Context: an optimization exercise on an open-source flow, tuned for small area, a short achievable clock period and few clock cycles. The choices shown serve that exercise and are no tape-out recipe. RTL that was checked went through simulation tests only; none was proved equivalent to the original. Power and IR drop assume default switching activity.

Design mycpu, start of the top module:
module mycpu
  (
   input  logic        clk,
   input  logic        rst_n,
   output logic [15:0] a_out,
   input  logic [15:0] d_in,
   output logic [15:0] d_out,
   input  logic [15:0] io_in,
   output logic        wen_out,
   output logic        iom_out
   );
export LEC_CHECK = 0
export CAP_MARGIN = 20
export CORE_MARGIN = 2
export CORE_UTILIZATION = 40
export SLEW_MARGIN = 20
create_clock -name core_clock -period 12.0 [get_ports {clk}]
run.sh (not shown) runs the stock make flow with config.mk's settings and CLKGATE_MAP_FILE= SYNTH_SCRIPT=/design/flow/synth_recipe.tcl, a recipe that flattens the netlist after the stock synthesis.
Then changed:
==> flow/flow/run.sh (new file) <==
#!/bin/bash
# Standard layout, with repair_timing aiming for extra setup slack.
set -euo pipefail
bash standard.sh SETUP_SLACK_MARGIN=8 finish > standard.log 2>&1
==> flow/standard.sh (new file) <==
#!/bin/bash
# synth_recipe.tcl (not shown) runs the flow's synth.tcl, then flattens the netlist and writes it again
# the make line also repeats each setting of config.mk as NAME=value (left out here)
make -C /OpenROAD-flow-scripts/flow DESIGN_CONFIG=/design/flow/config.mk WORK_HOME=/design/flow/orfs CLKGATE_MAP_FILE= SYNTH_SCRIPT=/design/flow/synth_recipe.tcl "${@:-finish}"
removed: flow/run.sh
What happened:
- routed wire length climbs by 5.0%
- clock skew hardly moves
- non-clock buffer count is higher by 43
- hold slack gains 43 ps
- global-route usage goes up by 0.86 points
- maximum frequency increases by about 23%
- final cell count grows by 1.7%
- clock-buffer cell count goes down by 1
- total power rose by 2.8%
- flip-flop and latch count does not change
- register-to-register slack improved by 1400 ps
Function was not checked in any run of this note: the RTL went through the layout flow alone.

* * *

Another version of the RTL of mycpu (not shown whole).
For scale: roughly 270 flip-flops, roughly 68 I/O pins, about 18000 µm² of cells after synthesis.
export LEC_CHECK = 0
export CAP_MARGIN = 20
export CORE_MARGIN = 2
export CORE_UTILIZATION = 40
export CTS_CLUSTER_DIAMETER = 100
export CTS_CLUSTER_SIZE = 25
export SLEW_MARGIN = 20
create_clock -name core_clock -period 12.0 [get_ports {clk}]
standard.sh (not shown) runs the stock make flow with config.mk's settings and CLKGATE_MAP_FILE= SYNTH_SCRIPT=/design/flow/synth_recipe.tcl, a recipe that flattens the netlist after the stock synthesis.
==> flow/flow/run.sh <==
#!/bin/bash
# Standard layout; port buffers are buf_2 cells and repair_timing aims for extra setup slack.
set -euo pipefail
bash standard.sh "BUFFER_PORTS_ARGS=-buffer_cell sky130_fd_sc_hd__buf_2" SETUP_SLACK_MARGIN=8.65 finish > standard.log 2>&1
Testbench counts at the start, summed over its fixed seeds: cycles 261,871.
Next try:
==> flow/flow/run.sh (replaced) <==
#!/bin/bash
# Standard layout; port buffers are buf_2 cells and repair_timing aims for extra setup slack.
set -euo pipefail
bash standard.sh "BUFFER_PORTS_ARGS=-buffer_cell sky130_fd_sc_hd__buf_2" SETUP_SLACK_MARGIN=8.5 finish > standard.log 2>&1
The changed run completed with no timing, DRC or antenna violations. Utilization goes down by 1.0 points. Cell count falls by 1.1%. Clock power came out higher by about 3%. Fmax came out lower by 1.3%.

* * *

== run A ==
Another version of the RTL of mycpu (not shown whole).
For scale: ~1,600 cells after synthesis, roughly 290 flip-flops, roughly 68 I/O pins.
==> flow/design.v (excerpt) <==
module mycpu
  (
   input  logic        clk,
   input  logic        rst_n,
   output logic [15:0] a_out,
   input  logic [15:0] d_in,
   output logic [15:0] d_out,
   input  logic [15:0] io_in,
   output logic        wen_out,
   output logic        iom_out
   );
Settings: LEC_CHECK=0, CAP_MARGIN=20, CORE_MARGIN=2, CORE_UTILIZATION=60, CTS_CLUSTER_DIAMETER=60, CTS_CLUSTER_SIZE=30, SLEW_MARGIN=20; clock period 12.0 ns.
==> flow/flow/run.sh <==
#!/bin/bash
# Standard layout; port buffers are buf_2 cells and repair_timing aims for extra setup slack.
set -euo pipefail
bash standard.sh "BUFFER_PORTS_ARGS=-buffer_cell sky130_fd_sc_hd__buf_2" SETUP_SLACK_MARGIN=8.5 finish > standard.log 2>&1
Testbench counts of run A, summed over its fixed seeds: cycles 261,871.
The following lists how run B was set up differently from run A:
Settings: a change of CORE_UTILIZATION from 60 to 50; a change of CTS_CLUSTER_SIZE from 30 to 25; an added PLACE_DENSITY of 0.75; a change of CTS_CLUSTER_DIAMETER from 60 to 100.
Results
Compared with run A, run B degrades die area.
Compared with run A, run B shows non-clock buffer count that has gone down slightly.
Per the comparison of run B with run A, fraction of standard cell area that is sequential picked up an extra 0.54 points; worst slack on hold paths picked up an extra 0.0081 ns; worst-case register-to-register setup slack lost 0.02 ns; final instance count without filler cells picked up an extra 2.5%; via count picked up an extra 157.
Compared with run A, run B shows worst hold path depth lower by 1.
Status: area taken by flip-flops and latches parity (run A, run B)
The total clock buffers created by CTS in run B sits 9 below the value recorded for run A.
Run A has a lower routed length on met2 than run B.
Relative to run B, the following input files were edited for run C:
Settings: CORE_UTILIZATION: 50 -> 40; PLACE_DENSITY: 0.75 -> unset.
## What came out
No stage failed in run C, and the final checks on the layout all came back clean.
Looking at via count of the first global-routing pass, run C sits below run B.
Clock share of power delta (run B -> run C): insignificant
The area added between synthesis and finish of run C is higher than that of run B.
The total design power of run C was superior to that of run B.
Taking run B as the reference point, the global-route usage of run C falls by 4.7 points.
Taking run B over run C, the count of clock-buffer cells in the layout ratio works out to 1.14.
Fraction of power spent switching nets (lower): run B
When run C is set beside run B, its minimum clock period turns out to be 0.054 ns smaller.
From run B to run C the numbers moved as follows: final area held; final worst-path cycle share decreased 0.45 points.
Against run B, run C reports a total wirelength of the detailed-routed design that is higher.
--- input diff run C..run D ---
Settings: removing CTS_CLUSTER_DIAMETER (formerly 100); removing CTS_CLUSTER_SIZE (formerly 25).
Findings:
Taking run C as the reference, in run D clock skew saw an increase, total power after layout saw an increase, internal cell power saw an increase, post-route cell area saw an increase, number of cells traversed by the worst hold path saw little to no change. Delta (run D minus run C): non-clock buffer count +about 5%; endpoint arrival time on the critical path increased by 0.18 ns relative to the old numbers; headroom to the max-slew limit shrank by 0.21 points.
#### Input delta (run E over run D)
Settings: CTS_CLUSTER_SIZE newly set to 25; CTS_CLUSTER_DIAMETER newly set to 100; GPL_TIMING_DRIVEN newly set to 1.
Number of cells on the worst reg-to-reg path: run E lower than run D
Changes observed in run E relative to run D: total power shrank by 0.44 mW, share of post-route cells with drive strength above 1 moved down.
Run E vs run D, met3 capacity usage during global routing went down by 0.18 points.
The run with more routed wire is run D, not run E.

* * *

Another version of the RTL of mycpu (not shown whole).
Size: roughly 1700 cells after synthesis, roughly 280 flip-flops, roughly 68 I/O pins, about 18000 sq um of cells after synthesis.
clock: 12.0 ns
lec_check: 0
cap_margin: 20
core_margin: 2
core_utilization: 60
slew_margin: 20
Scripts as last shown in full above: flow/flow/run.sh
The first run completed with no timing, DRC or antenna violations.
Edit:
- CORE_UTILIZATION: 60 -> 40
=> Worst hold slack got worse by 0.0064 ns; wire length climbs by 3.2%; area after synthesis is unchanged; via count drops by 0.96%; first-iteration DRC count decreases by 8.6%; utilization goes down by 23 points; total power rose by 3.7%; clock skew is lower by 0.0063 ns; setup slack gets worse by 0.0063 ns.
Function was not checked in any run of this note: the RTL went through the layout flow alone.

* * *

== JK ==
Another version of the RTL of mycpu (not shown whole).
For scale: ~1,700 cells after synthesis, about 280 flip-flops, roughly 19,000 µm² of cells after synthesis.
Settings: LEC_CHECK=0, CAP_MARGIN=20, CORE_MARGIN=2, CORE_UTILIZATION=40, SLEW_MARGIN=20; clock period 12.0 ns.
==> flow/flow/run.sh <==
#!/bin/bash
# Standard layout, with repair_timing aiming for extra setup slack.
set -euo pipefail
bash standard.sh SETUP_SLACK_MARGIN=8.5 finish > standard.log 2>&1
Input changes introduced in MS (baseline for comparison: JK):
-- flow/flow/run.sh --
<<< JK, line 4
bash standard.sh SETUP_SLACK_MARGIN=8.5 finish > standard.log 2>&1
>>> MS, line 4
bash standard.sh SETUP_SLACK_MARGIN=9 finish > standard.log 2>&1
met3 usage for MS is lower than for JK. MS did not stop at any stage, and its layout met the timing, DRC and antenna checks. MS: number of non-clock buffers in the layout is 66% higher than what JK reported. Cell area | MS vs JK | MS larger. Of JK and MS, the lower routed wire length belongs to JK. When MS is set beside JK, its synthesis-to-layout area growth turns out to be 11 points larger. ~same sequential cell area in JK and MS. Final cell count, JK and MS, lower one = JK.
Function was not checked in any run of this note: the RTL went through the layout flow alone.

* * *

mycpu, a different RTL version from the one above (not shown whole).
Size in the first run: about 1600 cells after synthesis, roughly 290 flip-flops, about 68 I/O pins, about 18000 µm² of cells after synthesis.
export LEC_CHECK = 0
export CAP_MARGIN = 20
export CORE_MARGIN = 2
export CORE_UTILIZATION = 40
export CTS_CLUSTER_DIAMETER = 90
export CTS_CLUSTER_SIZE = 30
export SLEW_MARGIN = 20
create_clock -name core_clock -period 12.0 [get_ports {clk}]
==> flow/flow/run.sh <==
#!/bin/bash
# Standard layout; port buffers are buf_2 cells and repair_timing aims for extra setup slack.
set -euo pipefail
bash standard.sh "BUFFER_PORTS_ARGS=-buffer_cell sky130_fd_sc_hd__buf_2" SETUP_SLACK_MARGIN=8.5 finish > standard.log 2>&1
Testbench counts at the start, summed over its fixed seeds: cycles 261,871.
Change:
--- a/flow/config.mk
+++ b/flow/config.mk
@@ -11,2 +11,2 @@
-export CTS_CLUSTER_DIAMETER = 90
-export CTS_CLUSTER_SIZE = 30
+export CTS_CLUSTER_DIAMETER = 100
+export CTS_CLUSTER_SIZE = 25
Outcome: Worst hold slack is about the same; total power fell by a few percent; setup slack gets better by 0.027 ns; synthesized area stays the same; critical path depth does not change; cell area fell slightly; flip-flop and latch count is unchanged; global-route usage hardly moves; first-iteration DRC count rose by a little under a tenth; count of clock-buffer cells in the layout rose by 4; combinational power rose slightly.

* * *

run X:
The RTL this note starts from:
==> flow/design.v <==
module mycpu
  (
   input  logic        clk,
   input  logic        rst_n,
   output logic [15:0] a_out,
   input  logic [15:0] d_in,
   output logic [15:0] d_out,
   input  logic [15:0] io_in,
   output logic        wen_out,
   output logic        iom_out
   );
   function automatic logic [15:0] add16(input logic [15:0] a, input logic [15:0] b,
                                         input logic ci);
      logic [15:0] g, p, gg, pp, gn, pn;
      g = a & b;
      p = a ^ b;
      gg = g; pp = p;
      for (int d = 1; d < 16; d = d * 2) begin
         gn = gg; pn = pp;
         for (int i = d; i < 16; i++) begin
            gn[i] = gg[i] | (pp[i] & gg[i-d]);
            pn[i] = pp[i] & pp[i-d];
         end
         gg = gn; pp = pn;
      end
      add16[0] = p[0] ^ ci;
      for (int i = 1; i < 16; i++)
        add16[i] = p[i] ^ (gg[i-1] | (pp[i-1] & ci));
   endfunction
   function automatic logic [19:0] add20(input logic [19:0] a, input logic [19:0] b,
                                         input logic ci);
      logic [19:0] g, p, gg, pp, gn, pn;
      g = a & b;
      p = a ^ b;
      gg = g; pp = p;
      for (int d = 1; d < 20; d = d * 2) begin
         gn = gg; pn = pp;
         for (int i = d; i < 20; i++) begin
            gn[i] = gg[i] | (pp[i] & gg[i-d]);
            pn[i] = pp[i] & pp[i-d];
         end
         gg = gn; pp = pn;
      end
      add20[0] = p[0] ^ ci;
      for (int i = 1; i < 20; i++)
        add20[i] = p[i] ^ (gg[i-1] | (pp[i-1] & ci));
   endfunction
   function automatic logic [16:0] brow(input logic [2:0] b, input logic [15:0] a);
      logic one, two, neg;
      one = b[1] ^ b[0];
      two = (b[2] & ~b[1] & ~b[0]) | (~b[2] & b[1] & b[0]);
      neg = b[2];
      brow = ({17{one}} & {a[15], a} | {17{two}} & {a, 1'b0}) ^ {17{neg}};
   endfunction
   logic [15:0] pc;                  
   logic [15:0] ar;                  
   logic        started;             
   logic        halted;
   logic        d_valid;
   logic [15:0] d_ir;
   logic        e_valid;
   logic        e_bus;               
   logic        e_wr;                
   logic        e_io;                
   logic        e_add, e_log, e_shr, e_shl, e_mul, e_cin, e_binv, e_fill;
   logic [3:0]  e_lt;                
   logic        e_we, e_ld, e_ior, e_brz, e_brn, e_jmp, e_hal;
   logic [2:0]  e_dr;
   logic [6:0]  e_off;               
   logic [15:0] oa, ob;              
   logic [15:0] ms;                  
   logic        mp;                  
   logic [2:0]  mk;                  
   logic [7:0][15:0] rf;
   wire [6:0] op = d_ir[15:9];
   wire [2:0] f_dr = d_ir[8:6];
   wire [2:0] f_sa = d_ir[5:3];
   wire [2:0] f_sb = d_ir[2:0];
   wire o_mova = op == 7'b0000000, o_inc = op == 7'b0000001, o_add = op == 7'b0000010,
        o_mul  = op == 7'b0000011, o_sra = op == 7'b0000100, o_sub = op == 7'b0000101,
        o_dec  = op == 7'b0000110, o_sla = op == 7'b0000111, o_and = op == 7'b0001000,
        o_or   = op == 7'b0001001, o_xor = op == 7'b0001010, o_not = op == 7'b0001011,
        o_movb = op == 7'b0001100, o_shr = op == 7'b0001101, o_shl = op == 7'b0001110,
        o_usr  = op == 7'b0001111, o_ldi = op == 7'b1001100, o_adi = op == 7'b1000010,
        o_ld   = op == 7'b0010000, o_st  = op == 7'b0100000, o_ior = op == 7'b0010001,
        o_iow  = op == 7'b0100001, o_brz = op == 7'b1100000, o_brn = op == 7'b1100001,
        o_jmp  = op == 7'b1110000;
   wire c_add = o_inc | o_add | o_sub | o_dec | o_adi;
   wire c_log = o_mova | o_usr | o_and | o_or | o_xor | o_not | o_movb | o_ldi;
   wire c_shr = o_sra | o_shr;
   wire c_shl = o_sla | o_shl;
   wire c_we  = c_add | c_log | c_shr | c_shl | o_mul | o_ld | o_ior;
   wire c_bus = o_ld | o_st | o_ior | o_iow;
   wire c_hal = !(c_we | o_st | o_iow | o_brz | o_brn | o_jmp);
   wire       swap  = o_movb | o_shr | o_shl;
   wire [2:0] ra    = swap ? f_sb : f_sa;
   wire b_reg  = o_add | o_sub | o_and | o_or | o_xor | o_mul | o_st | o_iow;
   wire b_imm  = o_adi | o_sra | o_sla;
   wire b_ones = o_dec;
   wire [3:0] lt = o_and ? 4'b1000 : o_or ? 4'b1110 : o_xor ? 4'b0110 :
                   o_not ? 4'b0011 : 4'b1100;
   wire mul_busy = e_valid && e_mul && mk != 3'd4;
   wire e_taken  = e_valid && ((e_brz && oa == 16'h0) || (e_brn && oa[15]) || e_jmp);
   wire e_halt   = e_valid && e_hal;
   wire [15:0] sum = add16(oa, ob ^ {16{e_binv}}, e_cin);
   wire [15:0] lgc = ({16{e_lt[3]}} & oa & ob) | ({16{e_lt[2]}} & oa & ~ob) |
                     ({16{e_lt[1]}} & ~oa & ob) | ({16{e_lt[0]}} & ~oa & ~ob);
   wire [15:0] shr1 = {e_fill & oa[15], oa[15:1]};
   wire [15:0] shr2 = ob[0] ? {e_fill & oa[15], shr1[15:1]} : shr1;
   wire [15:0] shr3 = ob[1] ? {{2{e_fill & oa[15]}}, shr2[15:2]} : shr2;
   wire [15:0] shr  = ob[2] ? {{4{e_fill & oa[15]}}, shr3[15:4]} : shr3;
   wire [15:0] shl1 = {oa[14:0], 1'b0};
   wire [15:0] shl2 = ob[0] ? {shl1[14:0], 1'b0} : shl1;
   wire [15:0] shl3 = ob[1] ? {shl2[13:0], 2'b0} : shl2;
   wire [15:0] shl  = ob[2] ? {shl3[11:0], 4'b0} : shl3;
   wire [15:0] mres = (ms == {16{ob[15]}}) ? ob : (ms[15] ? 16'h8000 : 16'h7fff);
   wire [15:0] alu  = ({16{e_add}} & sum) | ({16{e_log}} & lgc) | ({16{e_shr}} & shr) |
                      ({16{e_shl}} & shl) | ({16{e_mul}} & mres);
   wire [2:0]  bd0 = {ob[1:0], mp};
   wire [2:0]  bd1 = ob[3:1];
   wire [16:0] r0  = brow(bd0, oa);
   wire [16:0] r1  = brow(bd1, oa);
   wire [19:0] x0  = {{4{ms[15]}}, ms};
   wire [19:0] x1  = {{3{r0[16]}}, r0};
   wire [19:0] x2  = {{1{r1[16]}}, r1, {2{bd1[2]}}};
   wire [19:0] cs_s = x0 ^ x1 ^ x2;
   wire [19:0] cs_c = (x0 & x1) | (x0 & x2) | (x1 & x2);
   wire [19:0] mt  = add20(cs_s, {cs_c[18:0], bd1[2]}, bd0[2]);
   wire [15:0] wdata = alu | ({16{e_ld}} & d_in) | ({16{e_ior}} & io_in);
   wire        we    = e_valid && e_we && !mul_busy;
   logic [15:0] rd_a, rd_b;
   always_comb begin
      rd_a = 16'h0;
      rd_b = 16'h0;
      for (int i = 0; i < 8; i++) begin
         rd_a = rd_a | ({16{ra == i}} & rf[i]);
         rd_b = rd_b | ({16{f_sb == i}} & rf[i]);
      end
   end
   wire fwd   = e_valid && e_we && !mul_busy;
   wire [15:0] op_a = o_ldi ? {13'b0, f_sb} : (fwd && e_dr == ra) ? alu : rd_a;
   wire [15:0] op_b = b_reg ? ((fwd && e_dr == f_sb) ? alu : rd_b) :
                      b_imm ? {13'b0, f_sb} : {16{b_ones}};
   wire e_stop = e_taken || e_halt || halted;
   wire adv    = d_valid && !mul_busy && !(e_valid && e_bus) && !e_stop;
   wire fetch  = !mul_busy && !(e_valid && e_bus) && !e_stop && (adv || !d_valid);
   wire [15:0] target  = e_jmp ? oa : pc + {{9{e_off[6]}}, e_off};
   wire [15:0] pc_next = e_taken ? target : fetch ? pc + 16'd1 : pc;
   assign a_out   = ar;
   assign d_out   = ob;
   assign wen_out = !(e_bus && e_wr);
   assign iom_out = e_bus && e_io;
   always_ff @(posedge clk or negedge rst_n)
     if (!rst_n) begin
        pc      <= 16'h0;
        ar      <= 16'h0;
        started <= 1'b0;
        halted  <= 1'b0;
        d_valid <= 1'b0;
        e_valid <= 1'b0;
        e_bus   <= 1'b0;
        e_wr    <= 1'b0;
        e_io    <= 1'b0;
        mk      <= 3'd0;
     end else begin
        started <= 1'b1;
        if (e_halt) halted <= 1'b1;
        pc <= pc_next;
        ar <= (adv && c_bus) ? op_a : pc_next;
        if (e_stop) d_valid <= 1'b0;
        else if (fetch) d_valid <= 1'b1;
        else if (adv) d_valid <= 1'b0;
        if (!mul_busy) e_valid <= adv;
        e_bus <= adv && c_bus;
        e_wr  <= adv && (o_st || o_iow);
        e_io  <= adv && (o_ior || o_iow);
        if (mul_busy) mk <= mk + 3'd1;
        else mk <= 3'd0;
     end
   always_ff @(posedge clk) begin
      if (fetch) d_ir <= d_in;
      if (!mul_busy) begin
         e_add  <= c_add;
         e_log  <= c_log;
         e_shr  <= c_shr;
         e_shl  <= c_shl;
         e_mul  <= o_mul;
         e_cin  <= o_inc | o_sub;
         e_binv <= o_sub;
         e_fill <= o_sra;
         e_lt   <= lt;
         e_we   <= c_we;
         e_ld   <= o_ld;
         e_ior  <= o_ior;
         e_brz  <= o_brz;
         e_brn  <= o_brn;
         e_jmp  <= o_jmp;
         e_hal  <= c_hal;
         e_dr   <= f_dr;
         e_off  <= {f_dr[2], f_dr, f_sb} - 7'd2;
         oa     <= op_a;
         ob     <= op_b;
         ms     <= 16'h0;
         mp     <= 1'b0;
      end else begin
         ob <= {mt[3:0], ob[15:4]};
         ms <= mt[19:4];
         mp <= ob[3];
      end
      for (int i = 0; i < 8; i++)
        if (!started) rf[i] <= 16'h0;
        else if (we && e_dr == i) rf[i] <= wdata;
   end
endmodule
clock: 12.0 ns
lec_check: 0
cap_margin: 20
core_margin: 2
core_utilization: 40
slew_margin: 20
==> flow/flow/run.sh <==
#!/bin/bash
# Standard layout, with repair_timing aiming for extra setup slack.
set -euo pipefail
bash standard.sh SETUP_SLACK_MARGIN=9 finish > standard.log 2>&1
Run X completed every stage of the flow, and the final layout passed the timing, DRC and antenna checks.
Modified inputs, run Y compared to run X
==> flow/flow/run.sh <==
#!/bin/bash
# Standard layout, with repair_timing aiming for extra setup slack.
set -euo pipefail
bash standard.sh SETUP_SLACK_MARGIN=8 finish > standard.log 2>&1
## What came out
Having completed the whole flow, run Y delivered a layout that passed the timing, DRC and antenna checks.
Compared with run X, run Y has less setup slack.
Run Y vs. run X: final area now sits lower, minimum setup slack after placement has increased.
Clock-cell share of area ends up higher on run Y.
In the flow results for run Y and run X, the met2 routed wirelength is larger on run X.
In run Y, the final period demand of the worst path came out 0.078 ns above the value in run X.
Number of global-route vias before repair in run Y is 9.5% lower than in run X
No run of this note included a check of the RTL's function; only the layout flow was run.

re-timing with driven ports:
In the flow no input, the clock included, has a driving cell. The finished layouts below were timed again as built, in two steps. Step 1, drivers: a clkbuf_16 drives clk and a buf_2 each remaining input, both assumed. Step 2 also shifts input and output timing later by t, the mid clock arrival at the registers, as if the neighbouring blocks saw the same clock. Three values: no drivers, after step 1, after step 2; two values: the first two.
| run | shift t [ns] | slack for setup (ns) | clock arrival spread, ns |
|---|---|---|---|
| the first run of note 1 | 0.641 | 6.754 / 6.754 / 6.754 | 0.018 / 0.018 |
| the second run of note 1 | 0.635 | 7.722 / 7.667 / 7.897 | 0.017 / 0.018 |
| the first run of note 2 | 0.587 | 8.472 / 8.414 / 8.398 | 0.057 / 0.057 |
| the second run of note 2 | 0.592 | 8.427 / 8.424 / 8.384 | 0.036 / 0.036 |
| run A | 0.619 | 8.424 / 8.424 / 8.259 | 0.037 / 0.037 |
| run B | 0.564 | 8.402 / 8.402 / 8.298 | 0.027 / 0.026 |
| run C | 0.579 | 8.455 / 8.421 / 8.257 | 0.031 / 0.031 |
| run D | 0.603 | 8.454 / 8.417 / 8.275 | 0.038 / 0.038 |
| run E | 0.579 | 8.455 / 8.421 / 8.257 | 0.031 / 0.031 |
| the first run of note 4 | 0.629 | 8.397 / 8.397 / 8.248 | 0.034 / 0.033 |
| the second run of note 4 | 0.587 | 8.391 / 8.391 / 8.318 | 0.028 / 0.027 |
| JK | 0.595 | 8.294 / 8.294 / 7.983 | 0.021 / 0.022 |
| MS | 0.589 | 8.307 / 8.307 / 8.307 | 0.027 / 0.028 |
| the first run of note 6 | 0.611 | 8.438 / 8.381 / 8.333 | 0.069 / 0.070 |
| the second run of note 6 | 0.593 | 8.466 / 8.407 / 8.246 | 0.033 / 0.033 |
| run X | 0.656 | 8.110 / 8.110 / 8.110 | 0.032 / 0.032 |
| run Y | 0.609 | 8.033 / 7.982 / 7.828 | 0.027 / 0.027 |
After both steps every run listed still meets setup and hold. The setup slack of JK, which loses most, moves by 0.000 ns with the drivers and by -0.311 ns with both steps.
